Context: an optimization exercise on an open-source flow, tuned for small area. The choices shown serve that exercise and are no tape-out recipe.
The RTL was checked by simulation tests, not by an equivalence proof against the original design.
Power figures rest on the tool's default switching activity, not on a simulated workload. The flow treats the clock pin as an ideal source, which a real chip does not have.

// router
module router(clk, reset, polarity,
N_S_di_v0, N_S_di_v1, N_S_si_v0, N_S_si_v1, N_S_ri_v0, N_S_ri_v1, S_N_do_v0, S_N_do_v1, S_N_so_v0, S_N_so_v1, S_N_ro_v0, S_N_ro_v1,
S_N_di_v0, S_N_di_v1, S_N_si_v0, S_N_si_v1, S_N_ri_v0, S_N_ri_v1, N_S_do_v0, N_S_do_v1, N_S_so_v0, N_S_so_v1, N_S_ro_v0, N_S_ro_v1,
E_W_di_v0, E_W_di_v1, E_W_si_v0, E_W_si_v1, E_W_ri_v0, E_W_ri_v1, W_E_do_v0, W_E_do_v1, W_E_so_v0, W_E_so_v1, W_E_ro_v0, W_E_ro_v1,
W_E_di_v0, W_E_di_v1, W_E_si_v0, W_E_si_v1, W_E_ri_v0, W_E_ri_v1, E_W_do_v0, E_W_do_v1, E_W_so_v0, E_W_so_v1, E_W_ro_v0, E_W_ro_v1,
pedi_v0, pedi_v1, pesi_v0, pesi_v1, peri_v0, peri_v1, pedo_v0, pedo_v1, peso_v0, peso_v1, pero_v0, pero_v1
);
Size in the first run: ~4400 cells after synthesis, ~1200 flip-flops, roughly 0.044 mm2 of cells after synthesis.
==> flow/config.mk <==
export PLATFORM = sky130hd
export DESIGN_NAME = router
export DESIGN_NICKNAME = router
export VERILOG_FILES = /design/flow/design.v
export SDC_FILE = /design/flow/constraint.sdc
export NUM_CORES = 4
export LEC_CHECK = 0
export CAP_MARGIN = 20
export CORE_AREA = 5 5 445 445
export DIE_AREA = 0 0 450 450
export SLEW_MARGIN = 20
==> flow/constraint.sdc <==
create_clock -name core_clock -period 4.0 [get_ports {clk}]
set_input_delay 0.8000 -clock core_clock [delete_from_list [all_inputs] [get_ports {clk}]]
set_output_delay 0.8000 -clock core_clock [all_outputs]
set_load 0.01 [all_outputs]
run.sh (not shown) runs the stock make flow with config.mk's settings and CLKGATE_MAP_FILE= SYNTH_SCRIPT=/design/flow/synth_recipe.tcl, a recipe that flattens the netlist after the stock synthesis.
Edit:
==> flow/flow/run.sh (new file) <==
#!/bin/bash
# Own layout flow: the standard flow (standard.sh, which runs the standard
# synthesis unchanged) with these ORFS settings changed:
#  - port buffers (one per port, as in the standard flow) use the smallest
#    buffer cell instead of the default choice;
#  - clock tree synthesis uses larger sink clusters and no dummy loads;
set -euo pipefail
cd "$(dirname "$0")/.."
bash standard.sh \
  "BUFFER_PORTS_ARGS=-buffer_cell sky130_fd_sc_hd__buf_1" \
  "CTS_ARGS=-sink_clustering_enable -repair_clock_nets -dont_use_dummy_load -sink_clustering_size 24 -sink_clustering_max_diameter 80" \
  "PLACE_PINS_ARGS=-min_distance 1 -min_distance_in_tracks" \
  finish > flow_make.log 2>&1
==> flow/standard.sh (new file) <==
#!/bin/bash
# synth_recipe.tcl (not shown) runs the flow's synth.tcl, then flattens the netlist and writes it again
# the make line also repeats each setting of config.mk as NAME=value (left out here)
make -C /OpenROAD-flow-scripts/flow DESIGN_CONFIG=/design/flow/config.mk WORK_HOME=/design/flow/orfs CLKGATE_MAP_FILE= SYNTH_SCRIPT=/design/flow/synth_recipe.tcl "${@:-finish}"
- CORE_AREA: 5 5 445 445 -> 5 5 315 315
- DIE_AREA: 0 0 450 450 -> 0 0 320 320
removed: flow/run.sh
What happened: The changed run finished clean. Clock power drops by 49%. Routed wire length drops by 14%. Design area drops by 20%.
Edit:
==> flow/run.sh (new file) <==
#!/bin/bash
# synth_recipe.tcl (not shown) runs the flow's synth.tcl, then flattens the netlist and writes it again
# the make line also repeats each setting of config.mk as NAME=value (left out here)
make -C /OpenROAD-flow-scripts/flow DESIGN_CONFIG=/design/flow/config.mk WORK_HOME=/design/flow/orfs CLKGATE_MAP_FILE= SYNTH_SCRIPT=/design/flow/synth_recipe.tcl finish
- CORE_AREA: 5 5 315 315 -> unset
- CORE_MARGIN: unset -> 2
- CORE_UTILIZATION: unset -> 50
- DIE_AREA: 0 0 320 320 -> unset
removed: flow/flow/run.sh
removed: flow/standard.sh
What happened:
- This time the run ended with an error in 3_2_place_iop with PPL-0024
- area after synthesis stays the same
- synthesized cell count does not change

---

job 3397:
router again, from the RTL that the note above started with.
export LEC_CHECK = 0
export CAP_MARGIN = 20
export CORE_AREA = 5 5 315 315
export DIE_AREA = 0 0 320 320
export GPL_TIMING_DRIVEN = 0
export PLACE_DENSITY = 0.7
export SLEW_MARGIN = 20
create_clock -name core_clock -period 4.0 [get_ports {clk}]
standard.sh (not shown) runs the stock make flow with config.mk's settings and CLKGATE_MAP_FILE= SYNTH_SCRIPT=/design/flow/synth_recipe.tcl, a recipe that flattens the netlist after the stock synthesis.
==> flow/flow/run.sh <==
#!/bin/bash
# Own layout flow: the standard flow (standard.sh, which runs the standard
# synthesis unchanged) with these ORFS settings changed:
#  - port buffers (one per port, as in the standard flow) use the smallest
#    buffer cell instead of the default choice;
#  - clock tree synthesis uses larger sink clusters and no dummy loads;
set -euo pipefail
cd "$(dirname "$0")/.."
bash standard.sh \
  "BUFFER_PORTS_ARGS=-buffer_cell sky130_fd_sc_hd__buf_1" \
  "CTS_ARGS=-sink_clustering_enable -repair_clock_nets -dont_use_dummy_load -sink_clustering_size 24 -sink_clustering_max_diameter 80" \
  "PLACE_PINS_ARGS=-min_distance 1 -min_distance_in_tracks" \
  finish > flow_make.log 2>&1
--- input diff job 3397..job 6693 ---
- DIE_AREA now 0 0 450 450, was 0 0 320 320
- PLACE_DENSITY no longer set, was 0.7
- CORE_AREA now 5 5 445 445, was 5 5 315 315
- GPL_TIMING_DRIVEN no longer set, was 0
==> flow/flow/run.sh <==
#!/bin/bash
# Own layout flow: the standard flow (standard.sh, which runs the standard
# synthesis unchanged) with two ORFS settings changed:
#  - port buffers use the smallest buffer cell instead of the default choice;
#  - clock tree synthesis builds the tree without dummy loads.
# Each tool's full output stays in the ORFS logs under orfs/logs; make's own
# output goes to flow_make.log in this folder.
set -euo pipefail
cd "$(dirname "$0")/.."
bash standard.sh \
  "BUFFER_PORTS_ARGS=-buffer_cell sky130_fd_sc_hd__buf_1" \
  "CTS_ARGS=-sink_clustering_enable -repair_clock_nets -dont_use_dummy_load" \
  finish > flow_make.log 2>&1
Results
Job 6693 reached the final stage; the timing, design-rule and antenna checks on its layout passed.
The final layout from job 3397, which completed every stage, passed the timing, design-rule and antenna checks at the end of the flow.
| clock-buffer cell count | higher: job 6693 |
On via count of the routed design, job 6693 does better than job 3397.
Summary of job 6693 over job 3397: y dimension of the die shows an increase of about 40%; final cell utilization of the core has decreased; global-route usage shows a reduction of 20 points; routed wire length up 19 mm.
[compare] base=job 3397 new=job 6693: number of global-route vias before repair increased by about 1.4% relative to the old numbers, design area rose about 5.6%, number of standard cells in the final layout excluding fillers now larger, count of non-CTS buffers in the layout now smaller.
Relative to job 3397, the relative slew slack of job 6693 is higher by 3.9 points.
diff inputs: job 6693 => job 6002
- swapping 0 0 450 450 for 0 0 320 320 in DIE_AREA
- swapping 5 5 445 445 for 5 5 315 315 in CORE_AREA
--- a/flow/flow/run.sh
+++ b/flow/flow/run.sh
@@ -10,4 +10,5 @@
 bash standard.sh \
   "BUFFER_PORTS_ARGS=-buffer_cell sky130_fd_sc_hd__buf_1" \
-  "CTS_ARGS=-sink_clustering_enable -repair_clock_nets -dont_use_dummy_load" \
+  "CTS_ARGS=-sink_clustering_enable -repair_clock_nets -dont_use_dummy_load -sink_clustering_size 30 -sink_clustering_max_diameter 100" \
+  "PLACE_PINS_ARGS=-min_distance 1 -min_distance_in_tracks" \
   finish > flow_make.log 2>&1
[summary]
Job 6002 completed end to end with timing, DRC and antenna clean. Total power consumption of the routed design (job 6002 over job 6693): decrease, about 18%. Re final clock period utilization by the worst path: job 6693 was lower than job 6002. Via density per instance on job 6002 is up relative to job 6693. Cmp job 6002 and job 6693 / global-route wire length before repair / higher: job 6693. Setup slack (higher): job 6693. Number of vias in the routed layout, job 6002 and job 6693: lower on job 6002. In the reports for job 6002 and job 6693, the smaller sequential fraction of design power belongs to job 6693. Going from job 6693 to job 6002, total length of routed wires saw a decrease, combined global-route utilization of all metal layers increased by 18 points relative to the old numbers.
## Diff of input files: job 7117 against job 6002
- DIE_AREA changed from 0 0 320 320 to 0 0 450 450
- CORE_AREA changed from 5 5 315 315 to 5 5 445 445
==> flow/flow/run.sh <==
#!/bin/bash
# Own layout flow: the standard flow (standard.sh, which runs the standard
# synthesis unchanged) with these ORFS settings changed:
#  - port buffers use the smallest buffer cell instead of the default choice;
#  - clock tree synthesis uses small clock buffers and no dummy loads.
# Each tool's full output stays in the ORFS logs under orfs/logs; make's own
# output goes to flow_make.log in this folder.
set -euo pipefail
cd "$(dirname "$0")/.."
bash standard.sh \
  "BUFFER_PORTS_ARGS=-buffer_cell sky130_fd_sc_hd__buf_1" \
  "CTS_ARGS=-sink_clustering_enable -repair_clock_nets -dont_use_dummy_load -buf_list {sky130_fd_sc_hd__clkbuf_2 sky130_fd_sc_hd__clkbuf_4 sky130_fd_sc_hd__clkbuf_8}" \
  finish > flow_make.log 2>&1
==> comparison <==
No run among job 7117 and job 6002 stopped early or left any final violation; all are clean. Final worst setup slack on job 7117 is behind job 6002. Job 7117 vs job 6002: estimated wirelength of the detail-placed design up in job 7117. Diff job 6002 -> job 7117: multi-input gate share of the layout cell area went down 3.7 points, non-clock buffer count +24%, global-route usage dropped 18 points, worst vdd rail ir drop moved down.
### job 7117 -> job 4186
- CORE_AREA changed from 5 5 445 445 to 5 5 315 315
- SLEW_MARGIN changed from 20 to 0
- DIE_AREA changed from 0 0 450 450 to 0 0 320 320
- CAP_MARGIN changed from 20 to 0
==> flow/flow/run.sh <==
#!/bin/bash
# Own layout flow: the standard flow (standard.sh, which runs the standard
# synthesis unchanged) with these ORFS settings changed:
#  - port buffers (one per port, as in the standard flow) use the smallest
#    buffer cell instead of the default choice;
#  - clock tree synthesis uses larger sink clusters and no dummy loads;
set -euo pipefail
cd "$(dirname "$0")/.."
bash standard.sh \
  "BUFFER_PORTS_ARGS=-buffer_cell sky130_fd_sc_hd__buf_1" \
  "CTS_ARGS=-sink_clustering_enable -repair_clock_nets -dont_use_dummy_load -sink_clustering_size 24 -sink_clustering_max_diameter 80" \
  "PLACE_PINS_ARGS=-min_distance 1 -min_distance_in_tracks" \
  finish > flow_make.log 2>&1
--- outcome ---
Changes observed in job 4186 relative to job 7117: fraction of area in clock buffers and inverters dropped 2.1 points, leftover overflow at the end of global routing barely changed. Clock-buffer cell count sits lower in job 4186 than in job 7117. Max-slew violation count: job 7117 vs job 4186, no meaningful difference. Summary of job 4186 over job 7117: global-route wire length before repair fell by about 11%; total met2 wirelength after detailed routing now sits lower; area growth from synthesis to layout now sits lower; cell area -0.0062 mm2.
The following lists how job 3018 was set up differently from job 4186:
- DIE_AREA changed from 0 0 320 320 to 0 0 450 450
- CORE_AREA changed from 5 5 315 315 to 5 5 445 445
- SLEW_MARGIN changed from 0 to 20
- CAP_MARGIN changed from 0 to 20
==> flow/flow/run.sh <==
#!/bin/bash
# Own layout flow: the standard flow (standard.sh, which runs the standard
# synthesis unchanged) with these ORFS settings changed:
#  - port buffers (one per port, as in the standard flow) use the smallest
#    buffer cell instead of the default choice;
#  - clock tree synthesis uses larger sink clusters and no dummy loads.
# Each tool's full output stays in the ORFS logs under orfs/logs; make's own
# output goes to flow_make.log in this folder.
set -euo pipefail
cd "$(dirname "$0")/.."
bash standard.sh \
  "BUFFER_PORTS_ARGS=-buffer_cell sky130_fd_sc_hd__buf_1" \
  "CTS_ARGS=-sink_clustering_enable -repair_clock_nets -dont_use_dummy_load -sink_clustering_size 20 -sink_clustering_max_diameter 80" \
  finish > flow_make.log 2>&1
Results
As far as multi-input combinational cell count goes, job 3018 and job 4186 are indistinguishable; the numbers are identical. Number of antenna violations at the first check in global routing in job 3018 is about 56% lower than in job 4186. nor3_2 as the critical-path cell with the highest stage delay was reported by job 3018, and dfxtp_4 by job 4186. [compare] base=job 4186 new=job 3018: count of hold buffers inserted by post-cts repair essentially unchanged; internal power contribution picked up an extra about 6%; wire length of the first global-routing pass +about 10%; average routed wire per standard cell decreased by 5.9% relative to the old numbers; count of clock-buffer cells in the layout saw an increase.

---

== the previous run ==
router again, from the RTL that the note above started with.
Settings: LEC_CHECK=0, CAP_MARGIN=20, CORE_AREA=5 5 315 315, DIE_AREA=0 0 320 320, SLEW_MARGIN=20; clock period 4.0 ns.
==> flow/flow/run.sh <==
#!/bin/bash
# Own layout flow: the standard flow (standard.sh, which runs the standard
# synthesis unchanged) with these ORFS settings changed:
#  - port buffers use the smallest buffer cell instead of the default choice;
#  - clock tree synthesis uses small clock buffers and no dummy loads;
#  - pins may sit on every routing track, so a smaller die holds them.
# Each tool's full output stays in the ORFS logs under orfs/logs; make's own
# output goes to flow_make.log in this folder.
set -euo pipefail
cd "$(dirname "$0")/.."
bash standard.sh \
  "BUFFER_PORTS_ARGS=-buffer_cell sky130_fd_sc_hd__buf_1" \
  "CTS_ARGS=-sink_clustering_enable -repair_clock_nets -dont_use_dummy_load -buf_list {sky130_fd_sc_hd__clkbuf_2 sky130_fd_sc_hd__clkbuf_4 sky130_fd_sc_hd__clkbuf_8}" \
  "PLACE_PINS_ARGS=-min_distance 1 -min_distance_in_tracks" \
  finish > flow_make.log 2>&1
[inputs] the current run vs the previous run
Settings: swapping 0 0 320 320 for 0 0 450 450 in DIE_AREA; swapping 5 5 315 315 for 5 5 445 445 in CORE_AREA; putting CTS_CLUSTER_SIZE at 30 where nothing was set; putting CTS_CLUSTER_DIAMETER at 100 where nothing was set.
==> flow/flow/run.sh <==
#!/bin/bash
# Own layout flow: the standard flow (standard.sh, which runs the standard
# synthesis unchanged) with two ORFS settings changed:
#  - port buffers use the smallest buffer cell instead of the default choice;
#  - clock tree synthesis builds the tree without dummy loads.
# Each tool's full output stays in the ORFS logs under orfs/logs; make's own
# output goes to flow_make.log in this folder.
set -euo pipefail
cd "$(dirname "$0")/.."
bash standard.sh \
  "BUFFER_PORTS_ARGS=-buffer_cell sky130_fd_sc_hd__buf_1" \
  "CTS_ARGS=-sink_clustering_enable -repair_clock_nets -dont_use_dummy_load -sink_clustering_size 30 -sink_clustering_max_diameter 100" \
  finish > flow_make.log 2>&1
==> comparison <==
Comparing the current run and the previous run, share of the final layout cell area in sequential cells is lower on the current run. Side by side, signal arrival time at the worst endpoint turned out lower in the current run than in the previous run. Summary — final cell count without fillers, the current run relative to the previous run: higher, by 1,090. Between the current run and the previous run, the sequential power figures differ only marginally. Taking the previous run as the reference, in the current run least setup slack across all paths after layout moved up; cell area after layout increased about 1%; overall routed net length grew by about 10%. Against the previous run, non-clock buffer count in the current run rose by a few percent. For final total power, dividing the value from the current run by the value from the previous run gives 0.914. The previous run vs the current run, worst setup path startpoint: N_S_ri_v0 vs E_W_ri_v1. Fraction of power consumed by the clock network, the current run and the previous run: larger value in the previous run.

-- what the ideal ports hide --
No port has a modelled driver above. Below, the same layouts with a new extraction and two added sets of constraints.
Step 1, drivers: a clkbuf_16 drives clk and a buf_2 each remaining input, both assumed.
Step 2, shift: input delay + t, output delay - t, t = (earliest + latest rising clock arrival at the registers) / 2. This alone moves slack from input paths to output paths.
Three values: ideal ports, drivers, drivers and shift; two values: the first two.
| run | shift t [ns] | slack for setup (ns) | slew at the worst register clock pin (ns) |
|---|---|---|---|
| the first run of note 1 | 0.845 | 0.871 / 0.800 / 0.941 | 0.07 / 0.07 |
| the second run of note 1 | 0.783 | 0.862 / 0.785 / 0.920 | 0.10 / 0.10 |
| job 3397 | 0.753 | 0.260 / 0.260 / 0.041 | 0.11 / 0.11 |
| job 6693 | 0.812 | 0.907 / 0.833 / 0.826 | 0.06 / 0.06 |
| job 6002 | 0.720 | 0.879 / 0.806 / 0.894 | 0.13 / 0.13 |
| job 7117 | 0.944 | 0.687 / 0.618 / 0.843 | 0.07 / 0.07 |
| job 4186 | 0.783 | 0.862 / 0.785 / 0.920 | 0.10 / 0.10 |
| job 3018 | 0.748 | 0.902 / 0.835 / 0.877 | 0.09 / 0.09 |
| the previous run | 0.939 | 0.725 / 0.653 / 0.879 | 0.06 / 0.06 |
| the current run | 0.755 | 0.870 / 0.796 / 0.882 | 0.12 / 0.12 |
After both steps every run listed still meets setup and hold. The setup slack of job 3397, which loses most, moves by 0.000 ns with the drivers and by -0.219 ns with both steps.
